Context: an optimization exercise on an open-source flow, tuned for small area. The choices shown serve that exercise and are no tape-out recipe.
No run shown here included a check of the RTL's function; only the layout flow was run.
Power is estimated from default activity; no workload was simulated.

===== flow/flow/run.sh =====
#!/bin/bash
# Standard ORFS layout (the standard.sh: standard synthesis, floorplan,
# placement, CTS, routing) with two changes:
# - the buffers that buffer_ports puts on every input and output port are the
#   smallest plain buffer (sky130_fd_sc_hd__buf_1) instead of the cell the
#   resizer picks by default;
# - clock tree synthesis uses clkbuf_8 buffers and no dummy loads.
set -euo pipefail
cd "$(dirname "$0")/.."
bash standard.sh \
  "BUFFER_PORTS_ARGS=-buffer_cell sky130_fd_sc_hd__buf_1" \
  "CTS_ARGS=-sink_clustering_enable -repair_clock_nets -dont_use_dummy_load -buf_list sky130_fd_sc_hd__clkbuf_8" \
  finish > make_finish.log 2>&1

===== flow/standard.sh =====
#!/bin/bash
# synth_recipe.tcl (not shown) runs the flow's synth.tcl, then flattens the netlist and writes it again
# the make line also repeats each setting of config.mk as NAME=value (left out here)
make -C /OpenROAD-flow-scripts/flow DESIGN_CONFIG=/design/flow/config.mk WORK_HOME=/design/flow/orfs CLKGATE_MAP_FILE= SYNTH_SCRIPT=/design/flow/synth_recipe.tcl "${@:-finish}"

===== flow/config.mk =====
export PLATFORM = sky130hd
export DESIGN_NAME = lif_neuron
export DESIGN_NICKNAME = lif_neuron
export VERILOG_FILES = /design/flow/design.v
export SDC_FILE = /design/flow/constraint.sdc
export NUM_CORES = 4
export LEC_CHECK = 0
export CAP_MARGIN = 20
export CORE_MARGIN = 2
export CORE_UTILIZATION = 40
export GPL_TIMING_DRIVEN = 0
export SLEW_MARGIN = 20
export SYNTH_HIERARCHICAL = 1
export SYNTH_MINIMUM_KEEP_SIZE = 0

===== flow/constraint.sdc =====
create_clock -name core_clock -period 14.0 [get_ports {clk}]
set_input_delay 2.8000 -clock core_clock [delete_from_list [all_inputs] [get_ports {clk}]]
set_output_delay 2.8000 -clock core_clock [all_outputs]
set_load 0.01 [all_outputs]

===== flow/design.v =====
module lif_neuron (
    input  wire        clk,
    input  wire        rst,
    input  wire [15:0] threshold,
    input  wire [15:0] leak_rate,
    input  wire [7:0]  refractory,
    input  wire        leaky_enable,
    input  wire        reset_on_spike,
    input  wire [15:0] input_neuron_id,
    input  wire [7:0]  synapse_weight,
    input  wire        spike_in_valid,
    output wire        spike_in_ready,
    output reg  [15:0] output_neuron_id,
    output reg         spike_out_valid,
    input  wire        spike_out_ready,
    input  wire [15:0] neuron_id,
    output reg  [15:0] membrane_potential,
    output wire        in_refractory,
    output reg  [7:0]  refract_counter
);
    localparam S_IDLE = 2'd0, S_INT = 2'd1, S_SPK = 2'd2, S_REF = 2'd3;
    reg  [1:0] state;
    wire [15:0] m = membrane_potential;
    wire [7:0]  cnt = refract_counter;
    wire is_ref  = |cnt;
    wire st_idle = (state == S_IDLE);
    wire st_int  = (state == S_INT);
    wire st_spk  = (state == S_SPK);
    wire fire = st_spk & spike_out_ready;           
    wire nfire = ~fire;
    wire leak = st_idle & leaky_enable;
    wire [16:0] gc;
    assign gc[0] = 1'b1;
    genvar gi;
    generate
        for (gi = 0; gi < 15; gi = gi + 1) begin : g_cmp
            assign gc[gi + 1] = (m[gi] & ~threshold[gi]) | (m[gi] & gc[gi]) | (~threshold[gi] & gc[gi]);
        end
    endgenerate
    assign gc[16] = (~m[15] & threshold[15]) | (~m[15] & gc[15]) | (threshold[15] & gc[15]);
    wire ge = gc[16];
    wire take = st_int & ge;                        
    wire [14:0] leak_res;
    lif_leak u_leak (.m(m[14:0]), .l(leak_rate), .y(leak_res));
    wire [15:0] wext = {{8{synapse_weight[7]}}, synapse_weight};
    wire [15:0] addend, sum;
    wire [16:0] ac;
    assign ac[0] = fire;
    generate
        for (gi = 0; gi < 16; gi = gi + 1) begin : g_add
            lif_addend u_ad (.s(st_int), .w(wext[gi]), .nf(nfire), .t(threshold[gi]), .y(addend[gi]));
            lif_fa u_fa (.a(m[gi]), .b(addend[gi]), .c(ac[gi]), .s(sum[gi]), .co(ac[gi + 1]));
        end
    endgenerate
    wire k_leak = leak & ~rst & ~m[15];
    wire k_sum  = ~leak & ~rst & ~(fire & reset_on_spike);
    wire [15:0] m_next;
    generate
        for (gi = 0; gi < 15; gi = gi + 1) begin : g_mn
            lif_ao22 u_mn (.a(k_leak), .b(leak_res[gi]), .c(k_sum), .d(sum[gi]), .y(m_next[gi]));
        end
    endgenerate
    assign m_next[15] = k_sum & sum[15];
    wire k_id_ld = ~rst & take;
    wire k_id_hd = ~rst & ~take;
    wire [15:0] id_next;
    generate
        for (gi = 0; gi < 16; gi = gi + 1) begin : g_id
            lif_ao22 u_id (.a(k_id_ld), .b(neuron_id[gi]), .c(k_id_hd), .d(output_neuron_id[gi]), .y(id_next[gi]));
        end
    endgenerate
    wire [7:0] dec = cnt - {7'd0, is_ref};
    wire k_c_ld = ~rst & fire;
    wire k_c_dn = ~rst & ~fire;
    wire [7:0] cnt_next;
    generate
        for (gi = 0; gi < 8; gi = gi + 1) begin : g_cn
            lif_ao22 u_cn (.a(k_c_ld), .b(refractory[gi]), .c(k_c_dn), .d(dec[gi]), .y(cnt_next[gi]));
        end
    endgenerate
    reg [1:0] state_next;
    always @(*) begin
        case (state)
            S_IDLE:  state_next = spike_in_valid ? S_INT : S_IDLE;
            S_INT:   state_next = ge ? S_SPK : S_IDLE;
            S_SPK:   state_next = spike_out_ready ? S_REF : S_SPK;
            default: state_next = is_ref ? S_REF : S_IDLE;
        endcase
    end
    always @(posedge clk) begin
        membrane_potential <= m_next;
        output_neuron_id <= id_next;
        refract_counter <= cnt_next;
        spike_out_valid <= ~rst & st_spk & ~spike_out_ready;
        state <= rst ? S_IDLE : state_next;
    end
    assign spike_in_ready = ~is_ref & ~st_spk;
    assign in_refractory = is_ref;
endmodule
module lif_fa (
    input  wire a,
    input  wire b,
    input  wire c,
    output wire s,
    output wire co
);
    assign s = a ^ b ^ c;
    assign co = (a & b) | (a & c) | (b & c);
endmodule
module lif_ao22 (
    input  wire a,
    input  wire b,
    input  wire c,
    input  wire d,
    output wire y
);
    assign y = (a & b) | (c & d);
endmodule
module lif_addend (
    input  wire s,
    input  wire w,
    input  wire nf,
    input  wire t,
    output wire y
);
    assign y = (s & w) | ~(nf | t);
endmodule
module lif_leak (
    input  wire [14:0] m,
    input  wire [15:0] l,
    output wire [14:0] y
);
    wire pp_0_0 = ~(m[0] & l[0]);
    wire pp_0_1 = ~(m[0] & l[1]);
    wire pp_0_2 = ~(m[0] & l[2]);
    wire pp_0_3 = ~(m[0] & l[3]);
    wire pp_0_4 = ~(m[0] & l[4]);
    wire pp_0_5 = ~(m[0] & l[5]);
    wire pp_0_6 = ~(m[0] & l[6]);
    wire pp_0_7 = ~(m[0] & l[7]);
    wire pp_0_8 = ~(m[0] & l[8]);
    wire pp_0_9 = ~(m[0] & l[9]);
    wire pp_0_10 = ~(m[0] & l[10]);
    wire pp_0_11 = ~(m[0] & l[11]);
    wire pp_0_12 = ~(m[0] & l[12]);
    wire pp_0_13 = ~(m[0] & l[13]);
    wire pp_0_14 = ~(m[0] & l[14]);
    wire pp_0_15 = ~(m[0] & l[15]);
    wire pp_1_0 = ~(m[1] & l[0]);
    wire pp_1_1 = ~(m[1] & l[1]);
    wire pp_1_2 = ~(m[1] & l[2]);
    wire pp_1_3 = ~(m[1] & l[3]);
    wire pp_1_4 = ~(m[1] & l[4]);
    wire pp_1_5 = ~(m[1] & l[5]);
    wire pp_1_6 = ~(m[1] & l[6]);
    wire pp_1_7 = ~(m[1] & l[7]);
    wire pp_1_8 = ~(m[1] & l[8]);
    wire pp_1_9 = ~(m[1] & l[9]);
    wire pp_1_10 = ~(m[1] & l[10]);
    wire pp_1_11 = ~(m[1] & l[11]);
    wire pp_1_12 = ~(m[1] & l[12]);
    wire pp_1_13 = ~(m[1] & l[13]);
    wire pp_1_14 = ~(m[1] & l[14]);
    wire pp_1_15 = ~(m[1] & l[15]);
    wire pp_2_0 = ~(m[2] & l[0]);
    wire pp_2_1 = ~(m[2] & l[1]);
    wire pp_2_2 = ~(m[2] & l[2]);
    wire pp_2_3 = ~(m[2] & l[3]);
    wire pp_2_4 = ~(m[2] & l[4]);
    wire pp_2_5 = ~(m[2] & l[5]);
    wire pp_2_6 = ~(m[2] & l[6]);
    wire pp_2_7 = ~(m[2] & l[7]);
    wire pp_2_8 = ~(m[2] & l[8]);
    wire pp_2_9 = ~(m[2] & l[9]);
    wire pp_2_10 = ~(m[2] & l[10]);
    wire pp_2_11 = ~(m[2] & l[11]);
    wire pp_2_12 = ~(m[2] & l[12]);
    wire pp_2_13 = ~(m[2] & l[13]);
    wire pp_2_14 = ~(m[2] & l[14]);
    wire pp_2_15 = ~(m[2] & l[15]);
    wire pp_3_0 = ~(m[3] & l[0]);
    wire pp_3_1 = ~(m[3] & l[1]);
    wire pp_3_2 = ~(m[3] & l[2]);
    wire pp_3_3 = ~(m[3] & l[3]);
    wire pp_3_4 = ~(m[3] & l[4]);
    wire pp_3_5 = ~(m[3] & l[5]);
    wire pp_3_6 = ~(m[3] & l[6]);
    wire pp_3_7 = ~(m[3] & l[7]);
    wire pp_3_8 = ~(m[3] & l[8]);
    wire pp_3_9 = ~(m[3] & l[9]);
    wire pp_3_10 = ~(m[3] & l[10]);
    wire pp_3_11 = ~(m[3] & l[11]);
    wire pp_3_12 = ~(m[3] & l[12]);
    wire pp_3_13 = ~(m[3] & l[13]);
    wire pp_3_14 = ~(m[3] & l[14]);
    wire pp_3_15 = ~(m[3] & l[15]);
    wire pp_4_0 = ~(m[4] & l[0]);
    wire pp_4_1 = ~(m[4] & l[1]);
    wire pp_4_2 = ~(m[4] & l[2]);
    wire pp_4_3 = ~(m[4] & l[3]);
    wire pp_4_4 = ~(m[4] & l[4]);
    wire pp_4_5 = ~(m[4] & l[5]);
    wire pp_4_6 = ~(m[4] & l[6]);
    wire pp_4_7 = ~(m[4] & l[7]);
    wire pp_4_8 = ~(m[4] & l[8]);
    wire pp_4_9 = ~(m[4] & l[9]);
    wire pp_4_10 = ~(m[4] & l[10]);
    wire pp_4_11 = ~(m[4] & l[11]);
    wire pp_4_12 = ~(m[4] & l[12]);
    wire pp_4_13 = ~(m[4] & l[13]);
    wire pp_4_14 = ~(m[4] & l[14]);
    wire pp_4_15 = ~(m[4] & l[15]);
    wire pp_5_0 = ~(m[5] & l[0]);
    wire pp_5_1 = ~(m[5] & l[1]);
    wire pp_5_2 = ~(m[5] & l[2]);
    wire pp_5_3 = ~(m[5] & l[3]);
    wire pp_5_4 = ~(m[5] & l[4]);
    wire pp_5_5 = ~(m[5] & l[5]);
    wire pp_5_6 = ~(m[5] & l[6]);
    wire pp_5_7 = ~(m[5] & l[7]);
    wire pp_5_8 = ~(m[5] & l[8]);
    wire pp_5_9 = ~(m[5] & l[9]);
    wire pp_5_10 = ~(m[5] & l[10]);
    wire pp_5_11 = ~(m[5] & l[11]);
    wire pp_5_12 = ~(m[5] & l[12]);
    wire pp_5_13 = ~(m[5] & l[13]);
    wire pp_5_14 = ~(m[5] & l[14]);
    wire pp_5_15 = ~(m[5] & l[15]);
    wire pp_6_0 = ~(m[6] & l[0]);
    wire pp_6_1 = ~(m[6] & l[1]);
    wire pp_6_2 = ~(m[6] & l[2]);
    wire pp_6_3 = ~(m[6] & l[3]);
    wire pp_6_4 = ~(m[6] & l[4]);
    wire pp_6_5 = ~(m[6] & l[5]);
    wire pp_6_6 = ~(m[6] & l[6]);
    wire pp_6_7 = ~(m[6] & l[7]);
    wire pp_6_8 = ~(m[6] & l[8]);
    wire pp_6_9 = ~(m[6] & l[9]);
    wire pp_6_10 = ~(m[6] & l[10]);
    wire pp_6_11 = ~(m[6] & l[11]);
    wire pp_6_12 = ~(m[6] & l[12]);
    wire pp_6_13 = ~(m[6] & l[13]);
    wire pp_6_14 = ~(m[6] & l[14]);
    wire pp_6_15 = ~(m[6] & l[15]);
    wire pp_7_0 = ~(m[7] & l[0]);
    wire pp_7_1 = ~(m[7] & l[1]);
    wire pp_7_2 = ~(m[7] & l[2]);
    wire pp_7_3 = ~(m[7] & l[3]);
    wire pp_7_4 = ~(m[7] & l[4]);
    wire pp_7_5 = ~(m[7] & l[5]);
    wire pp_7_6 = ~(m[7] & l[6]);
    wire pp_7_7 = ~(m[7] & l[7]);
    wire pp_7_8 = ~(m[7] & l[8]);
    wire pp_7_9 = ~(m[7] & l[9]);
    wire pp_7_10 = ~(m[7] & l[10]);
    wire pp_7_11 = ~(m[7] & l[11]);
    wire pp_7_12 = ~(m[7] & l[12]);
    wire pp_7_13 = ~(m[7] & l[13]);
    wire pp_7_14 = ~(m[7] & l[14]);
    wire pp_7_15 = ~(m[7] & l[15]);
    wire pp_8_0 = ~(m[8] & l[0]);
    wire pp_8_1 = ~(m[8] & l[1]);
    wire pp_8_2 = ~(m[8] & l[2]);
    wire pp_8_3 = ~(m[8] & l[3]);
    wire pp_8_4 = ~(m[8] & l[4]);
    wire pp_8_5 = ~(m[8] & l[5]);
    wire pp_8_6 = ~(m[8] & l[6]);
    wire pp_8_7 = ~(m[8] & l[7]);
    wire pp_8_8 = ~(m[8] & l[8]);
    wire pp_8_9 = ~(m[8] & l[9]);
    wire pp_8_10 = ~(m[8] & l[10]);
    wire pp_8_11 = ~(m[8] & l[11]);
    wire pp_8_12 = ~(m[8] & l[12]);
    wire pp_8_13 = ~(m[8] & l[13]);
    wire pp_8_14 = ~(m[8] & l[14]);
    wire pp_8_15 = ~(m[8] & l[15]);
    wire pp_9_0 = ~(m[9] & l[0]);
    wire pp_9_1 = ~(m[9] & l[1]);
    wire pp_9_2 = ~(m[9] & l[2]);
    wire pp_9_3 = ~(m[9] & l[3]);
    wire pp_9_4 = ~(m[9] & l[4]);
    wire pp_9_5 = ~(m[9] & l[5]);
    wire pp_9_6 = ~(m[9] & l[6]);
    wire pp_9_7 = ~(m[9] & l[7]);
    wire pp_9_8 = ~(m[9] & l[8]);
    wire pp_9_9 = ~(m[9] & l[9]);
    wire pp_9_10 = ~(m[9] & l[10]);
    wire pp_9_11 = ~(m[9] & l[11]);
    wire pp_9_12 = ~(m[9] & l[12]);
    wire pp_9_13 = ~(m[9] & l[13]);
    wire pp_9_14 = ~(m[9] & l[14]);
    wire pp_9_15 = ~(m[9] & l[15]);
    wire pp_10_0 = ~(m[10] & l[0]);
    wire pp_10_1 = ~(m[10] & l[1]);
    wire pp_10_2 = ~(m[10] & l[2]);
    wire pp_10_3 = ~(m[10] & l[3]);
    wire pp_10_4 = ~(m[10] & l[4]);
    wire pp_10_5 = ~(m[10] & l[5]);
    wire pp_10_6 = ~(m[10] & l[6]);
    wire pp_10_7 = ~(m[10] & l[7]);
    wire pp_10_8 = ~(m[10] & l[8]);
    wire pp_10_9 = ~(m[10] & l[9]);
    wire pp_10_10 = ~(m[10] & l[10]);
    wire pp_10_11 = ~(m[10] & l[11]);
    wire pp_10_12 = ~(m[10] & l[12]);
    wire pp_10_13 = ~(m[10] & l[13]);
    wire pp_10_14 = ~(m[10] & l[14]);
    wire pp_10_15 = ~(m[10] & l[15]);
    wire pp_11_0 = ~(m[11] & l[0]);
    wire pp_11_1 = ~(m[11] & l[1]);
    wire pp_11_2 = ~(m[11] & l[2]);
    wire pp_11_3 = ~(m[11] & l[3]);
    wire pp_11_4 = ~(m[11] & l[4]);
    wire pp_11_5 = ~(m[11] & l[5]);
    wire pp_11_6 = ~(m[11] & l[6]);
    wire pp_11_7 = ~(m[11] & l[7]);
    wire pp_11_8 = ~(m[11] & l[8]);
    wire pp_11_9 = ~(m[11] & l[9]);
    wire pp_11_10 = ~(m[11] & l[10]);
    wire pp_11_11 = ~(m[11] & l[11]);
    wire pp_11_12 = ~(m[11] & l[12]);
    wire pp_11_13 = ~(m[11] & l[13]);
    wire pp_11_14 = ~(m[11] & l[14]);
    wire pp_11_15 = ~(m[11] & l[15]);
    wire pp_12_0 = ~(m[12] & l[0]);
    wire pp_12_1 = ~(m[12] & l[1]);
    wire pp_12_2 = ~(m[12] & l[2]);
    wire pp_12_3 = ~(m[12] & l[3]);
    wire pp_12_4 = ~(m[12] & l[4]);
    wire pp_12_5 = ~(m[12] & l[5]);
    wire pp_12_6 = ~(m[12] & l[6]);
    wire pp_12_7 = ~(m[12] & l[7]);
    wire pp_12_8 = ~(m[12] & l[8]);
    wire pp_12_9 = ~(m[12] & l[9]);
    wire pp_12_10 = ~(m[12] & l[10]);
    wire pp_12_11 = ~(m[12] & l[11]);
    wire pp_12_12 = ~(m[12] & l[12]);
    wire pp_12_13 = ~(m[12] & l[13]);
    wire pp_12_14 = ~(m[12] & l[14]);
    wire pp_12_15 = ~(m[12] & l[15]);
    wire pp_13_0 = ~(m[13] & l[0]);
    wire pp_13_1 = ~(m[13] & l[1]);
    wire pp_13_2 = ~(m[13] & l[2]);
    wire pp_13_3 = ~(m[13] & l[3]);
    wire pp_13_4 = ~(m[13] & l[4]);
    wire pp_13_5 = ~(m[13] & l[5]);
    wire pp_13_6 = ~(m[13] & l[6]);
    wire pp_13_7 = ~(m[13] & l[7]);
    wire pp_13_8 = ~(m[13] & l[8]);
    wire pp_13_9 = ~(m[13] & l[9]);
    wire pp_13_10 = ~(m[13] & l[10]);
    wire pp_13_11 = ~(m[13] & l[11]);
    wire pp_13_12 = ~(m[13] & l[12]);
    wire pp_13_13 = ~(m[13] & l[13]);
    wire pp_13_14 = ~(m[13] & l[14]);
    wire pp_13_15 = ~(m[13] & l[15]);
    wire pp_14_0 = ~(m[14] & l[0]);
    wire pp_14_1 = ~(m[14] & l[1]);
    wire pp_14_2 = ~(m[14] & l[2]);
    wire pp_14_3 = ~(m[14] & l[3]);
    wire pp_14_4 = ~(m[14] & l[4]);
    wire pp_14_5 = ~(m[14] & l[5]);
    wire pp_14_6 = ~(m[14] & l[6]);
    wire pp_14_7 = ~(m[14] & l[7]);
    wire pp_14_8 = ~(m[14] & l[8]);
    wire pp_14_9 = ~(m[14] & l[9]);
    wire pp_14_10 = ~(m[14] & l[10]);
    wire pp_14_11 = ~(m[14] & l[11]);
    wire pp_14_12 = ~(m[14] & l[12]);
    wire pp_14_13 = ~(m[14] & l[13]);
    wire pp_14_14 = ~(m[14] & l[14]);
    wire pp_14_15 = ~(m[14] & l[15]);
    wire hs1, hc2;
    lif_fa u_hs1 (.a(pp_0_13), .b(pp_1_12), .c(1'b1), .s(hs1), .co(hc2));
    wire fs3, fc4;
    lif_fa u_fs3 (.a(pp_0_14), .b(pp_1_13), .c(pp_2_12), .s(fs3), .co(fc4));
    wire hs5, hc6;
    lif_fa u_hs5 (.a(pp_3_11), .b(pp_4_10), .c(1'b1), .s(hs5), .co(hc6));
    wire fs7, fc8;
    lif_fa u_fs7 (.a(pp_0_15), .b(pp_1_14), .c(pp_2_13), .s(fs7), .co(fc8));
    wire fs9, fc10;
    lif_fa u_fs9 (.a(pp_3_12), .b(pp_4_11), .c(pp_5_10), .s(fs9), .co(fc10));
    wire fs11, fc12;
    lif_fa u_fs11 (.a(m[0]), .b(pp_1_15), .c(pp_2_14), .s(fs11), .co(fc12));
    wire fs13, fc14;
    lif_fa u_fs13 (.a(pp_3_13), .b(pp_4_12), .c(pp_5_11), .s(fs13), .co(fc14));
    wire fs15, fc16;
    lif_fa u_fs15 (.a(m[1]), .b(pp_2_15), .c(pp_3_14), .s(fs15), .co(fc16));
    wire hs17, hc18;
    lif_fa u_hs17 (.a(pp_4_13), .b(pp_5_12), .c(1'b1), .s(hs17), .co(hc18));
    wire fs19, fc20;
    lif_fa u_fs19 (.a(m[2]), .b(pp_3_15), .c(pp_4_14), .s(fs19), .co(fc20));
    wire hs21, hc22;
    lif_fa u_hs21 (.a(pp_0_9), .b(pp_1_8), .c(1'b1), .s(hs21), .co(hc22));
    wire fs23, fc24;
    lif_fa u_fs23 (.a(pp_0_10), .b(pp_1_9), .c(pp_2_8), .s(fs23), .co(fc24));
    wire hs25, hc26;
    lif_fa u_hs25 (.a(pp_3_7), .b(pp_4_6), .c(1'b1), .s(hs25), .co(hc26));
    wire fs27, fc28;
    lif_fa u_fs27 (.a(pp_0_11), .b(pp_1_10), .c(pp_2_9), .s(fs27), .co(fc28));
    wire fs29, fc30;
    lif_fa u_fs29 (.a(pp_3_8), .b(pp_4_7), .c(pp_5_6), .s(fs29), .co(fc30));
    wire hs31, hc32;
    lif_fa u_hs31 (.a(pp_6_5), .b(pp_7_4), .c(1'b1), .s(hs31), .co(hc32));
    wire fs33, fc34;
    lif_fa u_fs33 (.a(pp_0_12), .b(pp_1_11), .c(pp_2_10), .s(fs33), .co(fc34));
    wire fs35, fc36;
    lif_fa u_fs35 (.a(pp_3_9), .b(pp_4_8), .c(pp_5_7), .s(fs35), .co(fc36));
    wire fs37, fc38;
    lif_fa u_fs37 (.a(pp_6_6), .b(pp_7_5), .c(pp_8_4), .s(fs37), .co(fc38));
    wire hs39, hc40;
    lif_fa u_hs39 (.a(pp_9_3), .b(pp_10_2), .c(1'b1), .s(hs39), .co(hc40));
    wire fs41, fc42;
    lif_fa u_fs41 (.a(pp_2_11), .b(pp_3_10), .c(pp_4_9), .s(fs41), .co(fc42));
    wire fs43, fc44;
    lif_fa u_fs43 (.a(pp_5_8), .b(pp_6_7), .c(pp_7_6), .s(fs43), .co(fc44));
    wire fs45, fc46;
    lif_fa u_fs45 (.a(pp_8_5), .b(pp_9_4), .c(pp_10_3), .s(fs45), .co(fc46));
    wire fs47, fc48;
    lif_fa u_fs47 (.a(pp_11_2), .b(pp_12_1), .c(pp_13_0), .s(fs47), .co(fc48));
    wire fs49, fc50;
    lif_fa u_fs49 (.a(pp_5_9), .b(pp_6_8), .c(pp_7_7), .s(fs49), .co(fc50));
    wire fs51, fc52;
    lif_fa u_fs51 (.a(pp_8_6), .b(pp_9_5), .c(pp_10_4), .s(fs51), .co(fc52));
    wire fs53, fc54;
    lif_fa u_fs53 (.a(pp_11_3), .b(pp_12_2), .c(pp_13_1), .s(fs53), .co(fc54));
    wire fs55, fc56;
    lif_fa u_fs55 (.a(pp_14_0), .b(hs5), .c(hc2), .s(fs55), .co(fc56));
    wire fs57, fc58;
    lif_fa u_fs57 (.a(pp_6_9), .b(pp_7_8), .c(pp_8_7), .s(fs57), .co(fc58));
    wire fs59, fc60;
    lif_fa u_fs59 (.a(pp_9_6), .b(pp_10_5), .c(pp_11_4), .s(fs59), .co(fc60));
    wire fs61, fc62;
    lif_fa u_fs61 (.a(pp_12_3), .b(pp_13_2), .c(pp_14_1), .s(fs61), .co(fc62));
    wire fs63, fc64;
    lif_fa u_fs63 (.a(hc6), .b(fs7), .c(fs9), .s(fs63), .co(fc64));
    wire fs65, fc66;
    lif_fa u_fs65 (.a(pp_6_10), .b(pp_7_9), .c(pp_8_8), .s(fs65), .co(fc66));
    wire fs67, fc68;
    lif_fa u_fs67 (.a(pp_9_7), .b(pp_10_6), .c(pp_11_5), .s(fs67), .co(fc68));
    wire fs69, fc70;
    lif_fa u_fs69 (.a(pp_12_4), .b(pp_13_3), .c(pp_14_2), .s(fs69), .co(fc70));
    wire fs71, fc72;
    lif_fa u_fs71 (.a(fs11), .b(fs13), .c(fc8), .s(fs71), .co(fc72));
    wire fs73, fc74;
    lif_fa u_fs73 (.a(pp_6_11), .b(pp_7_10), .c(pp_8_9), .s(fs73), .co(fc74));
    wire fs75, fc76;
    lif_fa u_fs75 (.a(pp_9_8), .b(pp_10_7), .c(pp_11_6), .s(fs75), .co(fc76));
    wire fs77, fc78;
    lif_fa u_fs77 (.a(pp_12_5), .b(pp_13_4), .c(pp_14_3), .s(fs77), .co(fc78));
    wire fs79, fc80;
    lif_fa u_fs79 (.a(hs17), .b(fs15), .c(fc12), .s(fs79), .co(fc80));
    wire fs81, fc82;
    lif_fa u_fs81 (.a(pp_5_13), .b(pp_6_12), .c(pp_7_11), .s(fs81), .co(fc82));
    wire fs83, fc84;
    lif_fa u_fs83 (.a(pp_8_10), .b(pp_9_9), .c(pp_10_8), .s(fs83), .co(fc84));
    wire fs85, fc86;
    lif_fa u_fs85 (.a(pp_11_7), .b(pp_12_6), .c(pp_13_5), .s(fs85), .co(fc86));
    wire fs87, fc88;
    lif_fa u_fs87 (.a(pp_14_4), .b(hc18), .c(fs19), .s(fs87), .co(fc88));
    wire fs89, fc90;
    lif_fa u_fs89 (.a(m[3]), .b(pp_4_15), .c(pp_5_14), .s(fs89), .co(fc90));
    wire fs91, fc92;
    lif_fa u_fs91 (.a(pp_6_13), .b(pp_7_12), .c(pp_8_11), .s(fs91), .co(fc92));
    wire fs93, fc94;
    lif_fa u_fs93 (.a(pp_9_10), .b(pp_10_9), .c(pp_11_8), .s(fs93), .co(fc94));
    wire fs95, fc96;
    lif_fa u_fs95 (.a(pp_12_7), .b(pp_13_6), .c(pp_14_5), .s(fs95), .co(fc96));
    wire fs97, fc98;
    lif_fa u_fs97 (.a(m[4]), .b(pp_5_15), .c(pp_6_14), .s(fs97), .co(fc98));
    wire fs99, fc100;
    lif_fa u_fs99 (.a(pp_7_13), .b(pp_8_12), .c(pp_9_11), .s(fs99), .co(fc100));
    wire fs101, fc102;
    lif_fa u_fs101 (.a(pp_10_10), .b(pp_11_9), .c(pp_12_8), .s(fs101), .co(fc102));
    wire fs103, fc104;
    lif_fa u_fs103 (.a(m[5]), .b(pp_6_15), .c(pp_7_14), .s(fs103), .co(fc104));
    wire fs105, fc106;
    lif_fa u_fs105 (.a(pp_8_13), .b(pp_9_12), .c(pp_10_11), .s(fs105), .co(fc106));
    wire fs107, fc108;
    lif_fa u_fs107 (.a(m[6]), .b(pp_7_15), .c(pp_8_14), .s(fs107), .co(fc108));
    wire hs109, hc110;
    lif_fa u_hs109 (.a(pp_0_6), .b(pp_1_5), .c(1'b1), .s(hs109), .co(hc110));
    wire fs111, fc112;
    lif_fa u_fs111 (.a(pp_0_7), .b(pp_1_6), .c(pp_2_5), .s(fs111), .co(fc112));
    wire hs113, hc114;
    lif_fa u_hs113 (.a(pp_3_4), .b(pp_4_3), .c(1'b1), .s(hs113), .co(hc114));
    wire fs115, fc116;
    lif_fa u_fs115 (.a(pp_0_8), .b(pp_1_7), .c(pp_2_6), .s(fs115), .co(fc116));
    wire fs117, fc118;
    lif_fa u_fs117 (.a(pp_3_5), .b(pp_4_4), .c(pp_5_3), .s(fs117), .co(fc118));
    wire hs119, hc120;
    lif_fa u_hs119 (.a(pp_6_2), .b(pp_7_1), .c(1'b1), .s(hs119), .co(hc120));
    wire fs121, fc122;
    lif_fa u_fs121 (.a(pp_2_7), .b(pp_3_6), .c(pp_4_5), .s(fs121), .co(fc122));
    wire fs123, fc124;
    lif_fa u_fs123 (.a(pp_5_4), .b(pp_6_3), .c(pp_7_2), .s(fs123), .co(fc124));
    wire fs125, fc126;
    lif_fa u_fs125 (.a(pp_8_1), .b(pp_9_0), .c(hs21), .s(fs125), .co(fc126));
    wire fs127, fc128;
    lif_fa u_fs127 (.a(pp_5_5), .b(pp_6_4), .c(pp_7_3), .s(fs127), .co(fc128));
    wire fs129, fc130;
    lif_fa u_fs129 (.a(pp_8_2), .b(pp_9_1), .c(pp_10_0), .s(fs129), .co(fc130));
    wire fs131, fc132;
    lif_fa u_fs131 (.a(hs25), .b(hc22), .c(fs23), .s(fs131), .co(fc132));
    wire fs133, fc134;
    lif_fa u_fs133 (.a(pp_8_3), .b(pp_9_2), .c(pp_10_1), .s(fs133), .co(fc134));
    wire fs135, fc136;
    lif_fa u_fs135 (.a(pp_11_0), .b(hs31), .c(hc26), .s(fs135), .co(fc136));
    wire fs137, fc138;
    lif_fa u_fs137 (.a(fs27), .b(fs29), .c(fc24), .s(fs137), .co(fc138));
    wire fs139, fc140;
    lif_fa u_fs139 (.a(pp_11_1), .b(pp_12_0), .c(hs39), .s(fs139), .co(fc140));
    wire fs141, fc142;
    lif_fa u_fs141 (.a(hc32), .b(fs33), .c(fs35), .s(fs141), .co(fc142));
    wire fs143, fc144;
    lif_fa u_fs143 (.a(fs37), .b(fc28), .c(fc30), .s(fs143), .co(fc144));
    wire fs145, fc146;
    lif_fa u_fs145 (.a(hs1), .b(hc40), .c(fs41), .s(fs145), .co(fc146));
    wire fs147, fc148;
    lif_fa u_fs147 (.a(fs43), .b(fs45), .c(fs47), .s(fs147), .co(fc148));
    wire fs149, fc150;
    lif_fa u_fs149 (.a(fc34), .b(fc36), .c(fc38), .s(fs149), .co(fc150));
    wire fs151, fc152;
    lif_fa u_fs151 (.a(fs3), .b(fs49), .c(fs51), .s(fs151), .co(fc152));
    wire fs153, fc154;
    lif_fa u_fs153 (.a(fs53), .b(fc42), .c(fc44), .s(fs153), .co(fc154));
    wire fs155, fc156;
    lif_fa u_fs155 (.a(fc46), .b(fc48), .c(fs55), .s(fs155), .co(fc156));
    wire fs157, fc158;
    lif_fa u_fs157 (.a(fc4), .b(fs57), .c(fs59), .s(fs157), .co(fc158));
    wire fs159, fc160;
    lif_fa u_fs159 (.a(fs61), .b(fc50), .c(fc52), .s(fs159), .co(fc160));
    wire fs161, fc162;
    lif_fa u_fs161 (.a(fc54), .b(fc56), .c(fs63), .s(fs161), .co(fc162));
    wire fs163, fc164;
    lif_fa u_fs163 (.a(fc10), .b(fs65), .c(fs67), .s(fs163), .co(fc164));
    wire fs165, fc166;
    lif_fa u_fs165 (.a(fs69), .b(fc58), .c(fc60), .s(fs165), .co(fc166));
    wire fs167, fc168;
    lif_fa u_fs167 (.a(fc62), .b(fs71), .c(fc64), .s(fs167), .co(fc168));
    wire fs169, fc170;
    lif_fa u_fs169 (.a(fc14), .b(fs73), .c(fs75), .s(fs169), .co(fc170));
    wire fs171, fc172;
    lif_fa u_fs171 (.a(fs77), .b(fc66), .c(fc68), .s(fs171), .co(fc172));
    wire fs173, fc174;
    lif_fa u_fs173 (.a(fc70), .b(fs79), .c(fc72), .s(fs173), .co(fc174));
    wire fs175, fc176;
    lif_fa u_fs175 (.a(fc16), .b(fs81), .c(fs83), .s(fs175), .co(fc176));
    wire fs177, fc178;
    lif_fa u_fs177 (.a(fs85), .b(fc74), .c(fc76), .s(fs177), .co(fc178));
    wire fs179, fc180;
    lif_fa u_fs179 (.a(fc78), .b(fs87), .c(fc80), .s(fs179), .co(fc180));
    wire fs181, fc182;
    lif_fa u_fs181 (.a(fc20), .b(fs89), .c(fs91), .s(fs181), .co(fc182));
    wire fs183, fc184;
    lif_fa u_fs183 (.a(fs93), .b(fs95), .c(fc82), .s(fs183), .co(fc184));
    wire fs185, fc186;
    lif_fa u_fs185 (.a(fc84), .b(fc86), .c(fc88), .s(fs185), .co(fc186));
    wire fs187, fc188;
    lif_fa u_fs187 (.a(pp_13_7), .b(pp_14_6), .c(fs97), .s(fs187), .co(fc188));
    wire fs189, fc190;
    lif_fa u_fs189 (.a(fs99), .b(fs101), .c(fc90), .s(fs189), .co(fc190));
    wire fs191, fc192;
    lif_fa u_fs191 (.a(fc92), .b(fc94), .c(fc96), .s(fs191), .co(fc192));
    wire fs193, fc194;
    lif_fa u_fs193 (.a(pp_11_10), .b(pp_12_9), .c(pp_13_8), .s(fs193), .co(fc194));
    wire fs195, fc196;
    lif_fa u_fs195 (.a(pp_14_7), .b(fs103), .c(fs105), .s(fs195), .co(fc196));
    wire fs197, fc198;
    lif_fa u_fs197 (.a(fc98), .b(fc100), .c(fc102), .s(fs197), .co(fc198));
    wire fs199, fc200;
    lif_fa u_fs199 (.a(pp_9_13), .b(pp_10_12), .c(pp_11_11), .s(fs199), .co(fc200));
    wire fs201, fc202;
    lif_fa u_fs201 (.a(pp_12_10), .b(pp_13_9), .c(pp_14_8), .s(fs201), .co(fc202));
    wire fs203, fc204;
    lif_fa u_fs203 (.a(fs107), .b(fc104), .c(fc106), .s(fs203), .co(fc204));
    wire fs205, fc206;
    lif_fa u_fs205 (.a(m[7]), .b(pp_8_15), .c(pp_9_14), .s(fs205), .co(fc206));
    wire fs207, fc208;
    lif_fa u_fs207 (.a(pp_10_13), .b(pp_11_12), .c(pp_12_11), .s(fs207), .co(fc208));
    wire fs209, fc210;
    lif_fa u_fs209 (.a(pp_13_10), .b(pp_14_9), .c(fc108), .s(fs209), .co(fc210));
    wire fs211, fc212;
    lif_fa u_fs211 (.a(m[8]), .b(pp_9_15), .c(pp_10_14), .s(fs211), .co(fc212));
    wire fs213, fc214;
    lif_fa u_fs213 (.a(pp_11_13), .b(pp_12_12), .c(pp_13_11), .s(fs213), .co(fc214));
    wire fs215, fc216;
    lif_fa u_fs215 (.a(m[9]), .b(pp_10_15), .c(pp_11_14), .s(fs215), .co(fc216));
    wire hs217, hc218;
    lif_fa u_hs217 (.a(pp_0_4), .b(pp_1_3), .c(1'b1), .s(hs217), .co(hc218));
    wire fs219, fc220;
    lif_fa u_fs219 (.a(pp_0_5), .b(pp_1_4), .c(pp_2_3), .s(fs219), .co(fc220));
    wire hs221, hc222;
    lif_fa u_hs221 (.a(pp_3_2), .b(pp_4_1), .c(1'b1), .s(hs221), .co(hc222));
    wire fs223, fc224;
    lif_fa u_fs223 (.a(pp_2_4), .b(pp_3_3), .c(pp_4_2), .s(fs223), .co(fc224));
    wire fs225, fc226;
    lif_fa u_fs225 (.a(pp_5_1), .b(pp_6_0), .c(hs109), .s(fs225), .co(fc226));
    wire fs227, fc228;
    lif_fa u_fs227 (.a(pp_5_2), .b(pp_6_1), .c(pp_7_0), .s(fs227), .co(fc228));
    wire fs229, fc230;
    lif_fa u_fs229 (.a(hs113), .b(hc110), .c(fs111), .s(fs229), .co(fc230));
    wire fs231, fc232;
    lif_fa u_fs231 (.a(pp_8_0), .b(hs119), .c(hc114), .s(fs231), .co(fc232));
    wire fs233, fc234;
    lif_fa u_fs233 (.a(fs115), .b(fs117), .c(fc112), .s(fs233), .co(fc234));
    wire fs235, fc236;
    lif_fa u_fs235 (.a(hc120), .b(fs121), .c(fs123), .s(fs235), .co(fc236));
    wire fs237, fc238;
    lif_fa u_fs237 (.a(fc116), .b(fc118), .c(fs125), .s(fs237), .co(fc238));
    wire fs239, fc240;
    lif_fa u_fs239 (.a(fs127), .b(fs129), .c(fc122), .s(fs239), .co(fc240));
    wire fs241, fc242;
    lif_fa u_fs241 (.a(fc124), .b(fc126), .c(fs131), .s(fs241), .co(fc242));
    wire fs243, fc244;
    lif_fa u_fs243 (.a(fs133), .b(fc128), .c(fc130), .s(fs243), .co(fc244));
    wire fs245, fc246;
    lif_fa u_fs245 (.a(fs135), .b(fs137), .c(fc132), .s(fs245), .co(fc246));
    wire fs247, fc248;
    lif_fa u_fs247 (.a(fc134), .b(fs139), .c(fc136), .s(fs247), .co(fc248));
    wire fs249, fc250;
    lif_fa u_fs249 (.a(fs141), .b(fs143), .c(fc138), .s(fs249), .co(fc250));
    wire fs251, fc252;
    lif_fa u_fs251 (.a(fc140), .b(fs145), .c(fs147), .s(fs251), .co(fc252));
    wire fs253, fc254;
    lif_fa u_fs253 (.a(fs149), .b(fc142), .c(fc144), .s(fs253), .co(fc254));
    wire fs255, fc256;
    lif_fa u_fs255 (.a(fs151), .b(fs153), .c(fc146), .s(fs255), .co(fc256));
    wire fs257, fc258;
    lif_fa u_fs257 (.a(fc148), .b(fc150), .c(fs155), .s(fs257), .co(fc258));
    wire fs259, fc260;
    lif_fa u_fs259 (.a(fs157), .b(fs159), .c(fc152), .s(fs259), .co(fc260));
    wire fs261, fc262;
    lif_fa u_fs261 (.a(fc154), .b(fc156), .c(fs161), .s(fs261), .co(fc262));
    wire fs263, fc264;
    lif_fa u_fs263 (.a(fs163), .b(fs165), .c(fc158), .s(fs263), .co(fc264));
    wire fs265, fc266;
    lif_fa u_fs265 (.a(fc160), .b(fs167), .c(fc162), .s(fs265), .co(fc266));
    wire fs267, fc268;
    lif_fa u_fs267 (.a(fs169), .b(fs171), .c(fc164), .s(fs267), .co(fc268));
    wire fs269, fc270;
    lif_fa u_fs269 (.a(fc166), .b(fs173), .c(fc168), .s(fs269), .co(fc270));
    wire fs271, fc272;
    lif_fa u_fs271 (.a(fs175), .b(fs177), .c(fc170), .s(fs271), .co(fc272));
    wire fs273, fc274;
    lif_fa u_fs273 (.a(fc172), .b(fs179), .c(fc174), .s(fs273), .co(fc274));
    wire fs275, fc276;
    lif_fa u_fs275 (.a(fs181), .b(fs183), .c(fc176), .s(fs275), .co(fc276));
    wire fs277, fc278;
    lif_fa u_fs277 (.a(fc178), .b(fs185), .c(fc180), .s(fs277), .co(fc278));
    wire fs279, fc280;
    lif_fa u_fs279 (.a(fs187), .b(fs189), .c(fs191), .s(fs279), .co(fc280));
    wire fs281, fc282;
    lif_fa u_fs281 (.a(fc182), .b(fc184), .c(fc186), .s(fs281), .co(fc282));
    wire fs283, fc284;
    lif_fa u_fs283 (.a(fs193), .b(fs195), .c(fs197), .s(fs283), .co(fc284));
    wire fs285, fc286;
    lif_fa u_fs285 (.a(fc188), .b(fc190), .c(fc192), .s(fs285), .co(fc286));
    wire fs287, fc288;
    lif_fa u_fs287 (.a(fs199), .b(fs201), .c(fc194), .s(fs287), .co(fc288));
    wire fs289, fc290;
    lif_fa u_fs289 (.a(fs203), .b(fc196), .c(fc198), .s(fs289), .co(fc290));
    wire fs291, fc292;
    lif_fa u_fs291 (.a(fs205), .b(fs207), .c(fc200), .s(fs291), .co(fc292));
    wire fs293, fc294;
    lif_fa u_fs293 (.a(fc202), .b(fs209), .c(fc204), .s(fs293), .co(fc294));
    wire fs295, fc296;
    lif_fa u_fs295 (.a(pp_14_10), .b(fs211), .c(fs213), .s(fs295), .co(fc296));
    wire fs297, fc298;
    lif_fa u_fs297 (.a(fc206), .b(fc208), .c(fc210), .s(fs297), .co(fc298));
    wire fs299, fc300;
    lif_fa u_fs299 (.a(pp_12_13), .b(pp_13_12), .c(pp_14_11), .s(fs299), .co(fc300));
    wire fs301, fc302;
    lif_fa u_fs301 (.a(fs215), .b(fc212), .c(fc214), .s(fs301), .co(fc302));
    wire fs303, fc304;
    lif_fa u_fs303 (.a(m[10]), .b(pp_11_15), .c(pp_12_14), .s(fs303), .co(fc304));
    wire fs305, fc306;
    lif_fa u_fs305 (.a(pp_13_13), .b(pp_14_12), .c(fc216), .s(fs305), .co(fc306));
    wire fs307, fc308;
    lif_fa u_fs307 (.a(m[11]), .b(pp_12_15), .c(pp_13_14), .s(fs307), .co(fc308));
    wire hs309, hc310;
    lif_fa u_hs309 (.a(pp_0_3), .b(pp_1_2), .c(1'b1), .s(hs309), .co(hc310));
    wire fs311, fc312;
    lif_fa u_fs311 (.a(pp_2_2), .b(pp_3_1), .c(pp_4_0), .s(fs311), .co(fc312));
    wire fs313, fc314;
    lif_fa u_fs313 (.a(pp_5_0), .b(hs221), .c(hc218), .s(fs313), .co(fc314));
    wire fs315, fc316;
    lif_fa u_fs315 (.a(hc222), .b(fs223), .c(fc220), .s(fs315), .co(fc316));
    wire fs317, fc318;
    lif_fa u_fs317 (.a(fs227), .b(fc224), .c(fc226), .s(fs317), .co(fc318));
    wire fs319, fc320;
    lif_fa u_fs319 (.a(fc228), .b(fs231), .c(fs233), .s(fs319), .co(fc320));
    wire fs321, fc322;
    lif_fa u_fs321 (.a(fc232), .b(fs235), .c(fc234), .s(fs321), .co(fc322));
    wire fs323, fc324;
    lif_fa u_fs323 (.a(fs239), .b(fc236), .c(fc238), .s(fs323), .co(fc324));
    wire fs325, fc326;
    lif_fa u_fs325 (.a(fs243), .b(fc240), .c(fs245), .s(fs325), .co(fc326));
    wire fs327, fc328;
    lif_fa u_fs327 (.a(fc244), .b(fs247), .c(fs249), .s(fs327), .co(fc328));
    wire fs329, fc330;
    lif_fa u_fs329 (.a(fc248), .b(fs251), .c(fs253), .s(fs329), .co(fc330));
    wire fs331, fc332;
    lif_fa u_fs331 (.a(fs255), .b(fc252), .c(fc254), .s(fs331), .co(fc332));
    wire fs333, fc334;
    lif_fa u_fs333 (.a(fs259), .b(fc256), .c(fc258), .s(fs333), .co(fc334));
    wire fs335, fc336;
    lif_fa u_fs335 (.a(fs263), .b(fc260), .c(fs265), .s(fs335), .co(fc336));
    wire fs337, fc338;
    lif_fa u_fs337 (.a(fs267), .b(fc264), .c(fs269), .s(fs337), .co(fc338));
    wire fs339, fc340;
    lif_fa u_fs339 (.a(fs271), .b(fc268), .c(fs273), .s(fs339), .co(fc340));
    wire fs341, fc342;
    lif_fa u_fs341 (.a(fs275), .b(fc272), .c(fs277), .s(fs341), .co(fc342));
    wire fs343, fc344;
    lif_fa u_fs343 (.a(fs279), .b(fc276), .c(fs281), .s(fs343), .co(fc344));
    wire fs345, fc346;
    lif_fa u_fs345 (.a(fs283), .b(fs285), .c(fc280), .s(fs345), .co(fc346));
    wire fs347, fc348;
    lif_fa u_fs347 (.a(fs287), .b(fs289), .c(fc284), .s(fs347), .co(fc348));
    wire fs349, fc350;
    lif_fa u_fs349 (.a(fs291), .b(fc288), .c(fs293), .s(fs349), .co(fc350));
    wire fs351, fc352;
    lif_fa u_fs351 (.a(fs295), .b(fc292), .c(fs297), .s(fs351), .co(fc352));
    wire fs353, fc354;
    lif_fa u_fs353 (.a(fs299), .b(fs301), .c(fc296), .s(fs353), .co(fc354));
    wire fs355, fc356;
    lif_fa u_fs355 (.a(fs303), .b(fc300), .c(fs305), .s(fs355), .co(fc356));
    wire fs357, fc358;
    lif_fa u_fs357 (.a(pp_14_13), .b(fs307), .c(fc304), .s(fs357), .co(fc358));
    wire fs359, fc360;
    lif_fa u_fs359 (.a(m[12]), .b(pp_13_15), .c(pp_14_14), .s(fs359), .co(fc360));
    wire hs361, hc362;
    lif_fa u_hs361 (.a(pp_0_2), .b(pp_1_1), .c(1'b1), .s(hs361), .co(hc362));
    wire fs363, fc364;
    lif_fa u_fs363 (.a(pp_2_1), .b(pp_3_0), .c(hs309), .s(fs363), .co(fc364));
    wire fs365, fc366;
    lif_fa u_fs365 (.a(hs217), .b(hc310), .c(fs311), .s(fs365), .co(fc366));
    wire fs367, fc368;
    lif_fa u_fs367 (.a(fs219), .b(fc312), .c(fs313), .s(fs367), .co(fc368));
    wire fs369, fc370;
    lif_fa u_fs369 (.a(fs225), .b(fc314), .c(fs315), .s(fs369), .co(fc370));
    wire fs371, fc372;
    lif_fa u_fs371 (.a(fs229), .b(fc316), .c(fs317), .s(fs371), .co(fc372));
    wire fs373, fc374;
    lif_fa u_fs373 (.a(fc230), .b(fc318), .c(fs319), .s(fs373), .co(fc374));
    wire fs375, fc376;
    lif_fa u_fs375 (.a(fs237), .b(fs321), .c(fc320), .s(fs375), .co(fc376));
    wire fs377, fc378;
    lif_fa u_fs377 (.a(fs241), .b(fc322), .c(fs323), .s(fs377), .co(fc378));
    wire fs379, fc380;
    lif_fa u_fs379 (.a(fc242), .b(fc324), .c(fs325), .s(fs379), .co(fc380));
    wire fs381, fc382;
    lif_fa u_fs381 (.a(fc246), .b(fs327), .c(fc326), .s(fs381), .co(fc382));
    wire fs383, fc384;
    lif_fa u_fs383 (.a(fc250), .b(fs329), .c(fc328), .s(fs383), .co(fc384));
    wire fs385, fc386;
    lif_fa u_fs385 (.a(fs257), .b(fs331), .c(fc330), .s(fs385), .co(fc386));
    wire fs387, fc388;
    lif_fa u_fs387 (.a(fs261), .b(fc332), .c(fs333), .s(fs387), .co(fc388));
    wire fs389, fc390;
    lif_fa u_fs389 (.a(fc262), .b(fc334), .c(fs335), .s(fs389), .co(fc390));
    wire fs391, fc392;
    lif_fa u_fs391 (.a(fc266), .b(fs337), .c(fc336), .s(fs391), .co(fc392));
    wire fs393, fc394;
    lif_fa u_fs393 (.a(fc270), .b(fs339), .c(fc338), .s(fs393), .co(fc394));
    wire fs395, fc396;
    lif_fa u_fs395 (.a(fc274), .b(fs341), .c(fc340), .s(fs395), .co(fc396));
    wire fs397, fc398;
    lif_fa u_fs397 (.a(fc278), .b(fs343), .c(fc342), .s(fs397), .co(fc398));
    wire fs399, fc400;
    lif_fa u_fs399 (.a(fc282), .b(fs345), .c(fc344), .s(fs399), .co(fc400));
    wire fs401, fc402;
    lif_fa u_fs401 (.a(fc286), .b(fs347), .c(fc346), .s(fs401), .co(fc402));
    wire fs403, fc404;
    lif_fa u_fs403 (.a(fc290), .b(fs349), .c(fc348), .s(fs403), .co(fc404));
    wire fs405, fc406;
    lif_fa u_fs405 (.a(fc294), .b(fs351), .c(fc350), .s(fs405), .co(fc406));
    wire fs407, fc408;
    lif_fa u_fs407 (.a(fc298), .b(fs353), .c(fc352), .s(fs407), .co(fc408));
    wire fs409, fc410;
    lif_fa u_fs409 (.a(fc302), .b(fs355), .c(fc354), .s(fs409), .co(fc410));
    wire fs411, fc412;
    lif_fa u_fs411 (.a(fc306), .b(fs357), .c(fc356), .s(fs411), .co(fc412));
    wire fs413, fc414;
    lif_fa u_fs413 (.a(fc308), .b(fs359), .c(fc358), .s(fs413), .co(fc414));
    wire fs415, fc416;
    lif_fa u_fs415 (.a(m[13]), .b(pp_14_15), .c(fc360), .s(fs415), .co(fc416));
    wire lc417 = (pp_0_0 & 1'b1) | (pp_0_0 & 1'b1) | (1'b1 & 1'b1);
    wire lc418 = (pp_0_1 & pp_1_0) | (pp_0_1 & lc417) | (pp_1_0 & lc417);
    wire lc419 = (pp_2_0 & hs361) | (pp_2_0 & lc418) | (hs361 & lc418);
    wire lc420 = (fs363 & hc362) | (fs363 & lc419) | (hc362 & lc419);
    wire lc421 = (fs365 & fc364) | (fs365 & lc420) | (fc364 & lc420);
    wire lc422 = (fs367 & fc366) | (fs367 & lc421) | (fc366 & lc421);
    wire lc423 = (fs369 & fc368) | (fs369 & lc422) | (fc368 & lc422);
    wire lc424 = (fs371 & fc370) | (fs371 & lc423) | (fc370 & lc423);
    wire lc425 = (fs373 & fc372) | (fs373 & lc424) | (fc372 & lc424);
    wire lc426 = (fs375 & fc374) | (fs375 & lc425) | (fc374 & lc425);
    wire lc427 = (fs377 & fc376) | (fs377 & lc426) | (fc376 & lc426);
    wire lc428 = (fs379 & fc378) | (fs379 & lc427) | (fc378 & lc427);
    wire lc429 = (fs381 & fc380) | (fs381 & lc428) | (fc380 & lc428);
    wire lc430 = (fs383 & fc382) | (fs383 & lc429) | (fc382 & lc429);
    wire lc431 = (fs385 & fc384) | (fs385 & lc430) | (fc384 & lc430);
    wire lc432 = (fs387 & fc386) | (fs387 & lc431) | (fc386 & lc431);
    wire hc433;
    lif_fa u_hc433 (.a(fs389), .b(fc388), .c(lc432), .s(y[0]), .co(hc433));
    wire hc434;
    lif_fa u_hc434 (.a(fs391), .b(fc390), .c(hc433), .s(y[1]), .co(hc434));
    wire hc435;
    lif_fa u_hc435 (.a(fs393), .b(fc392), .c(hc434), .s(y[2]), .co(hc435));
    wire hc436;
    lif_fa u_hc436 (.a(fs395), .b(fc394), .c(hc435), .s(y[3]), .co(hc436));
    wire hc437;
    lif_fa u_hc437 (.a(fs397), .b(fc396), .c(hc436), .s(y[4]), .co(hc437));
    wire hc438;
    lif_fa u_hc438 (.a(fs399), .b(fc398), .c(hc437), .s(y[5]), .co(hc438));
    wire hc439;
    lif_fa u_hc439 (.a(fs401), .b(fc400), .c(hc438), .s(y[6]), .co(hc439));
    wire hc440;
    lif_fa u_hc440 (.a(fs403), .b(fc402), .c(hc439), .s(y[7]), .co(hc440));
    wire hc441;
    lif_fa u_hc441 (.a(fs405), .b(fc404), .c(hc440), .s(y[8]), .co(hc441));
    wire hc442;
    lif_fa u_hc442 (.a(fs407), .b(fc406), .c(hc441), .s(y[9]), .co(hc442));
    wire hc443;
    lif_fa u_hc443 (.a(fs409), .b(fc408), .c(hc442), .s(y[10]), .co(hc443));
    wire hc444;
    lif_fa u_hc444 (.a(fs411), .b(fc410), .c(hc443), .s(y[11]), .co(hc444));
    wire hc445;
    lif_fa u_hc445 (.a(fs413), .b(fc412), .c(hc444), .s(y[12]), .co(hc445));
    wire hc446;
    lif_fa u_hc446 (.a(fs415), .b(fc414), .c(hc445), .s(y[13]), .co(hc446));
    assign y[14] = (m[14] ^ fc416 ^ hc446);
endmodule

==> results of run 1 <==
-- flip-flops by register name (all words and copies together) (netlist names) --
register	count
membrane_potential	16
output_neuron_id	16
refract_counter	8
state	2
spike_out_valid	1
-- per-stage QoR --
step            util  instances
2_1_floorplan      -        759
3_3_place_gp   0.452       1135
3_5_place_dp   0.453       1137
4_1_cts        0.457       1142
5_1_grt        0.457       1142
6_report       0.457       1142
-- Yosys cell counts (6+ instances only) --
master | count | share of area
clkbuf_1 | 45 | 0.021
fa_1 | 238 | 0.59
a21oi_1 | 6 | 0.0037
inv_1 | 19 | 0.0088
dfxtp_1 | 43 | 0.11
nand2_1 | 243 | 0.11
nor2_1 | 10 | 0.0046
nand2b_1 | 7 | 0.0054
o2bb2ai_2 | 16 | 0.030
nor4_1 | 6 | 0.0046
a22o_1 | 39 | 0.042
-- power groups by stage --
stage                     clock network [uW]  logic, uW  registers (uW)
after floorplan                            0       1620             203
after global placement                     0       2230             203
after detailed placement                   0       2240             204
after CTS                               76.1       2280             202
after global routing                    81.7       2590             208
final                                   72.6       2240             201
-- worst max-delay path by stage --
stage	start	to	slack (ns)	depth (start not counted)
after global routing	leak_rate[3]	membrane_potential[14]	0.28	29
after detailed placement	leak_rate[11]	membrane_potential[14]	0.36	30
final	leak_rate[5]	membrane_potential[14]	0.69	29
after floorplan	leak_rate[11]	membrane_potential[14]	1.54	29
after global placement	leak_rate[5]	membrane_potential[14]	0.40	29
after CTS	leak_rate[11]	membrane_potential[14]	0.72	30
-- modules after synthesis (local to each module, per instance) --
module / cell area [um^2] / flops+latches / copies in the design
lif_neuron: 1460 / 43 / 1
lif_leak: 1280 / 0 / 1
lif_fa: 20.0 / 0 / 238
lif_addend: 15.0 / 0 / 16
lif_ao22: 8.76 / 0 / 39
-- cell type report --
type                            instances  area [um^2]  share of cell area
Buffer                                 46          174              0.0194
Clock buffer                            5         68.8             0.00766
Inverter                               22         82.6             0.00920
Multi-Input combinational cell        648         7020               0.782
Sequential cell                        43          861              0.0959
Tap cell                              265          332              0.0369
Timing Repair Buffer                  113          437              0.0486
-- cell families (layout without fill, tap and decap cells) --
logic type | count (synthesis) | in the layout | synth area share
AND/OR/NAND/NOR | 284 | 284 | 0.143
other | 1 | 14 | 0.000464
AO/OA/AOI/OAI | 97 | 97 | 0.111
adder cells (fa/ha/maj) | 245 | 245 | 0.599
buffers and inverters | 68 | 186 | 0.0317
XOR/XNOR | 8 | 8 | 0.00867
flip-flops | 43 | 43 | 0.107
-- placed cells by master, fill, tap and decap left out, types with 3 or more instances in the layout --
cell type	Yosys	final
nand2_1	243	243
fa_1	238	238
buf_1	0	111
clkbuf_1	45	45
dfxtp_1	43	43
a22o_1	39	39
inv_1	19	19
o2bb2ai_2	16	16
conb_1	1	14
nor2_1	10	9
nand2b_1	7	7
nor2b_1	5	5
nor4_1	6	5
o22ai_1	5	5
a21oi_1	6	5
clkbuf_8	0	5
xnor2_1	4	4
xor2_1	4	4
o21ai_0	4	4
nand3_1	3	3
o221ai_1	3	3
maj3_2	3	3
a31oi_1	3	3
o2111ai_1	3	3
-- worst max-delay path: cells and delay by family --
| kind | cells | cell delay, ns |
|---|---|---|
| adder cells (fa/ha/maj) | 19 | 8.22 |
| AO/OA/AOI/OAI | 4 | 1.01 |
| buffers and inverters | 2 | 0.88 |
| XOR/XNOR | 2 | 0.28 |
| AND/OR/NAND/NOR | 2 | 0.31 |
-- metal layers --
layer  up-vias  global-route usage  share of wire
li1       2649                   -              -
met1      3097               0.292           0.42
met2       198               0.357           0.50
met3        25              0.0363          0.066
met4         0              0.0510          0.015
met5         -                   0              0
==> out/qor.csv, run 1 <==
metric,value,unit
status,no timing/DRC/antenna violations,
total clock buffers created by CTS,5,
share of cells above drive strength 1,0.0410,
clock root buffer,clkbuf_8,
placed inst area,8910,um^2
drt first pass iters,4,
Ports,129,
Avg WL per Cell,18.6,um
post-CTS sizing,0,
PortBufs,111,
final setup vio count,0,
Fin Hold WS,0.474,ns
Critical Path Sink Type,register,
CTS tree,yes,
hold depth,1,
Reg-to-Reg Start,membrane_potential[5],
DRC viols,0,
Clock Power Share,0.029,
DR iter-0 viols,346,
CP Data Arrival Time,13.51,ns
Switching Share,0.509,
setup TNS,0,ns
R2R depth,29,
htree depth,2,
DRT Wirelength,21200,um
# nets final,1205,
Hold EP,output_neuron_id[4],
final worst slack,0.689,ns
VDD IR max,0.000159,V
Synth Cell Area,8080,um^2
Post-Synthesis Cells,746,
net switching power,1280,uW
Yosys reg bits,43,
core area,19700,um^2
Clock Skews,0.00750,ns
register area share after synthesis,0.107,
first-pass GRT wire length,35700,um
initial core utilization,0.411,
# diodes,0,
Die Span X,146,um
"Slew Viols, Final",0,
initial antenna violation count,0,
Achievable Freq,75.1,MHz
cell leakage power,0.00251,uW
slowest CP cell,fa_1,
Hold Path Class,reg -> reg,
largest net degree at the start of global routing,20,
max cap viols,0,
post-route ant nets,0,
routed vias,5969,
RR Endpoint,membrane_potential[14],
Overflow after GRT,0,
register share of total power,0.080,
CTS max path bufs,2,
post-CTS setup buffers,0,
row count,51,
Comb pwr share,0.891,
"slowest stage delay, CP",0.55,ns
Power Total,2520,uW
CTS Hold Buffers Added,0,
Slew Limit Headroom,0.335,
"most used cell, CP",fa_1,
Vias per Instance,5.23,
clock latency (worst-skew pair),0.30,ns
hpwl dp,17600,um
Critical Path RT,14.20,ns
"FFs w/ async S/R, synth",0,
Overall Global Routing Usage,0.213,
Area Overhead vs Synth,11.1,%
vias in the first global route,6828,
fin crit period,13.31,ns
Die Y,146,um
"Avg Cell Area, Syn",10.8,um^2
dpl ws,0.356,ns
fillers,1957,
"CTS clk-pin slew, worst paths",0.08,ns
Die ar.,21400,um^2
"Top FF cell, synth",dfxtp_1,
Worst setup SP type,primary input,
clk sink count,43,
Cell Pwr Density,280,nW/um^2
final instance area,8980,um^2
Post-synth EDFFs,0,
P_int,1240,uW
synth warn,7,
RSZ-0062 raised after global routing,no,
hold wc startpoint,output_neuron_id[4],
Worst-Margin Slew,0.995,ns
Final Cycle Share,0.951,
Final GP Congestion,0.851,
Cell variety after synth,48,
Fin. Hold Viols,0,
worst-path fanout max,10,
critical path class,in -> reg,
Worst R2R Setup Slack,2.60,ns
==> inputs of run 2 (changes only) <==
--- a/flow/flow/run.sh
+++ b/flow/flow/run.sh
@@ -6,3 +6,3 @@
 #   resizer picks by default;
-# - clock tree synthesis uses clkbuf_8 buffers and no dummy loads.
+# - clock tree synthesis uses small clock buffers and no dummy loads.
 set -euo pipefail
@@ -11,3 +11,3 @@
   "BUFFER_PORTS_ARGS=-buffer_cell sky130_fd_sc_hd__buf_1" \
-  "CTS_ARGS=-sink_clustering_enable -repair_clock_nets -dont_use_dummy_load -buf_list sky130_fd_sc_hd__clkbuf_8" \
+  "CTS_ARGS=-sink_clustering_enable -repair_clock_nets -dont_use_dummy_load -buf_list sky130_fd_sc_hd__clkbuf_4 -root_buf sky130_fd_sc_hd__clkbuf_8" \
   finish > make_finish.log 2>&1
==> run 2 against run 1 <==
Effect of this change: still clean; sequential power about the same; worst hold slack unchanged; core utilization unchanged; register-to-register slack about the same; combinational power about the same; synthesized cell count unchanged; die area unchanged; critical endpoint unchanged.
==> out/qor.csv, run 2 <==
metric,value,unit
"top cells by area, synth","fa_1, nand2_1, dfxtp_1",
largest net degree at the start of global routing,20,
Achievable Freq,75.1,MHz
Overall Global Routing Usage,0.213,
post-CTS setup buffers,0,
"most used cell, CP",fa_1,
Worst Setup SP,leak_rate[5],
Worst-Margin Slew,0.995,ns
# diodes,0,
Overflow after GRT,0,
total clock buffers created by CTS,5,
Die ar.,21400,um^2
status,no timing/DRC/antenna violations,
routed vias,5969,
hold wc startpoint,output_neuron_id[4],
cell leakage power,0.00251,uW
worst-path fanout max,10,
Fin. Hold Viols,0,
core area,19700,um^2
Reg-to-Reg Start,membrane_potential[5],
CP Data Arrival Time,13.51,ns
Avg WL per Cell,18.6,um
register area share after synthesis,0.107,
PortBufs,111,
Die Span X,146,um
post-CTS sizing,0,
clock latency (worst-skew pair),0.30,ns
setup TNS,0,ns
Fin Hold WS,0.474,ns
Cell variety after synth,48,
"FFs w/ async S/R, synth",0,
Synth area leader,fa_1,
share of the synthesized area in the top cell type,0.590,
clock root buffer,clkbuf_8,
initial core utilization,0.411,
initial antenna violation count,0,
"Top FF cell, synth",dfxtp_1,
vias in the first global route,6828,
CTS max path bufs,2,
slowest CP cell,fa_1,
Hold Path Class,reg -> reg,
top-count cell post-synth,nand2_1,
dpl ws,0.356,ns
"most common cell after layout, fill and taps aside",nand2_1,
Ports,129,
max cap viols,0,
VDD IR max,0.000159,V
Worst setup SP type,primary input,
Synth Cell Area,8080,um^2
drt first pass iters,4,
# nets final,1205,
share of cells above drive strength 1,0.0410,
CTS Hold Buffers Added,0,
Yosys reg bits,43,
Area Overhead vs Synth,11.1,%
Final GP Congestion,0.851,
RSZ-0062 raised after global routing,no,
Critical Path RT,14.20,ns
Post-synth EDFFs,0,
Vias per Instance,5.23,
row count,51,
most common library cells after synthesis,"nand2_1, fa_1, clkbuf_1",
htree depth,2,
hpwl dp,17600,um
Cell Pwr Density,280,nW/um^2
most frequent cells in the layout,"nand2_1, fa_1, buf_1",
Clock Skews,0.00750,ns
Post-Synthesis Cells,746,
"Slew Viols, Final",0,
Die Y,146,um
clk sink count,43,
critical path class,in -> reg,
DR iter-0 viols,346,
largest registers,"membrane_potential (16), output_neuron_id (16), refract_counter (8)",
Final Cycle Share,0.951,
DRT Wirelength,21200,um
Slew Limit Headroom,0.335,
"slowest stage delay, CP",0.55,ns
CTS tree,yes,
synth warn,7,
"Avg Cell Area, Syn",10.8,um^2
first-pass GRT wire length,35700,um
fin crit period,13.31,ns
final setup vio count,0,
post-route ant nets,0,
Critical Path Sink Type,register,
DRC viols,0,
final worst slack,0.689,ns
"CTS clk-pin slew, worst paths",0.08,ns
[run 2: logic make-up after synthesis]
group | share of synthesized area
compound gates | 0.111
xor+xnor | 0.00867
fa+ha+maj | 0.599
buf+inv | 0.0317
flops | 0.107
other cells | 0.000464
simple gates | 0.143
[run 2: per-layer routing]
layer	wire length [um]	global-route usage	vias to the layer above
li1	-	-	2649
met1	8890	0.292	3097
met4	321	0.0510	0
met2	10600	0.357	198
met5	0	0	-
met3	1400	0.0363	25
[run 2: layout make-up]
type / instances / area (um^2)
fill: 1957 / 10700
multi-input combinational: 648 / 7020
sequential: 43 / 861
timing repair buffer: 113 / 437
tap: 265 / 332
buffer: 46 / 174
inverter: 22 / 82.6
clock buffer: 5 / 68.8
[run 2: critical path: cells and delay by family]
kind	cells	cell delay, ns
AOI/OAI and AO/OA	4	1.01
xor gates and xnor gates	2	0.28
adders and majority gates	19	8.22
buffers and inverters	2	0.88
and+or+nand+nor	2	0.31
[run 2: stage by stage]
stage	instance area, um^2	total power, uW	cells	util
floorplan	8130	1820	759	-
global placement	8880	2430	1135	0.452
detailed placement	8910	2440	1137	0.453
CTS	8980	2560	1142	0.457
global route	8980	2880	1142	0.457
finish	8980	2520	1142	0.457
[run 2: power by group]
part / total [uW] / leakage [uW] / switching (uW) / internal (uW)
sequential: 201 / 0.000352 / 46.0 / 155
combinational: 2240 / 0.00212 / 1190 / 1050
clock: 72.6 / 0.0000359 / 40.4 / 32.2
[run 2: path summary, 6_finish.rpt]
kind | end | slack (ns) | cells after the start
worst max-delay path | membrane_potential[14] | 0.69 | 29
worst min-delay path | output_neuron_id[4] | 0.47 | 1
worst max register to register | membrane_potential[14] | 2.60 | 29
worst min register to register | output_neuron_id[4] | 0.47 | 1
[run 2: Yosys stat by module, one instance, submodules excluded]
module      cell area, um^2  cells inside
lif_fa                 20.0             1
lif_leak               1280           314
lif_ao22               8.76             1
lif_neuron             1460           139
lif_addend             15.0             1

[separate check: timing with driven ports]
The flow's constraints put no driver on any port. The routed layouts listed below were extracted and timed again, unchanged, in two steps.
Step 1, drivers: a clkbuf_16 drives clk and a buf_2 each remaining input, both assumed.
Step 2 times the ports against the registers' clock, not the clock port: input delays grow and output delays shrink by t, the midpoint of the rising clock arrivals with the driver on.
Slacks: ideal ports / drivers / drivers and shift; pairs: ideal ports / drivers.
| run | shift t [ns] | setup WS [ns] | hold slack, ns | worst setup path after step 2 | worst data-port slew with drivers (ns) |
|---|---|---|---|---|---|
| run 1 | 0.331 | 0.689 / 0.699 / 0.368 | 0.474 / 0.474 / 0.474 | input to register | 0.05 |
| run 2 | 0.331 | 0.689 / 0.699 / 0.368 | 0.474 / 0.474 / 0.474 | input to register | 0.05 |
After both steps every run listed still meets setup and hold.
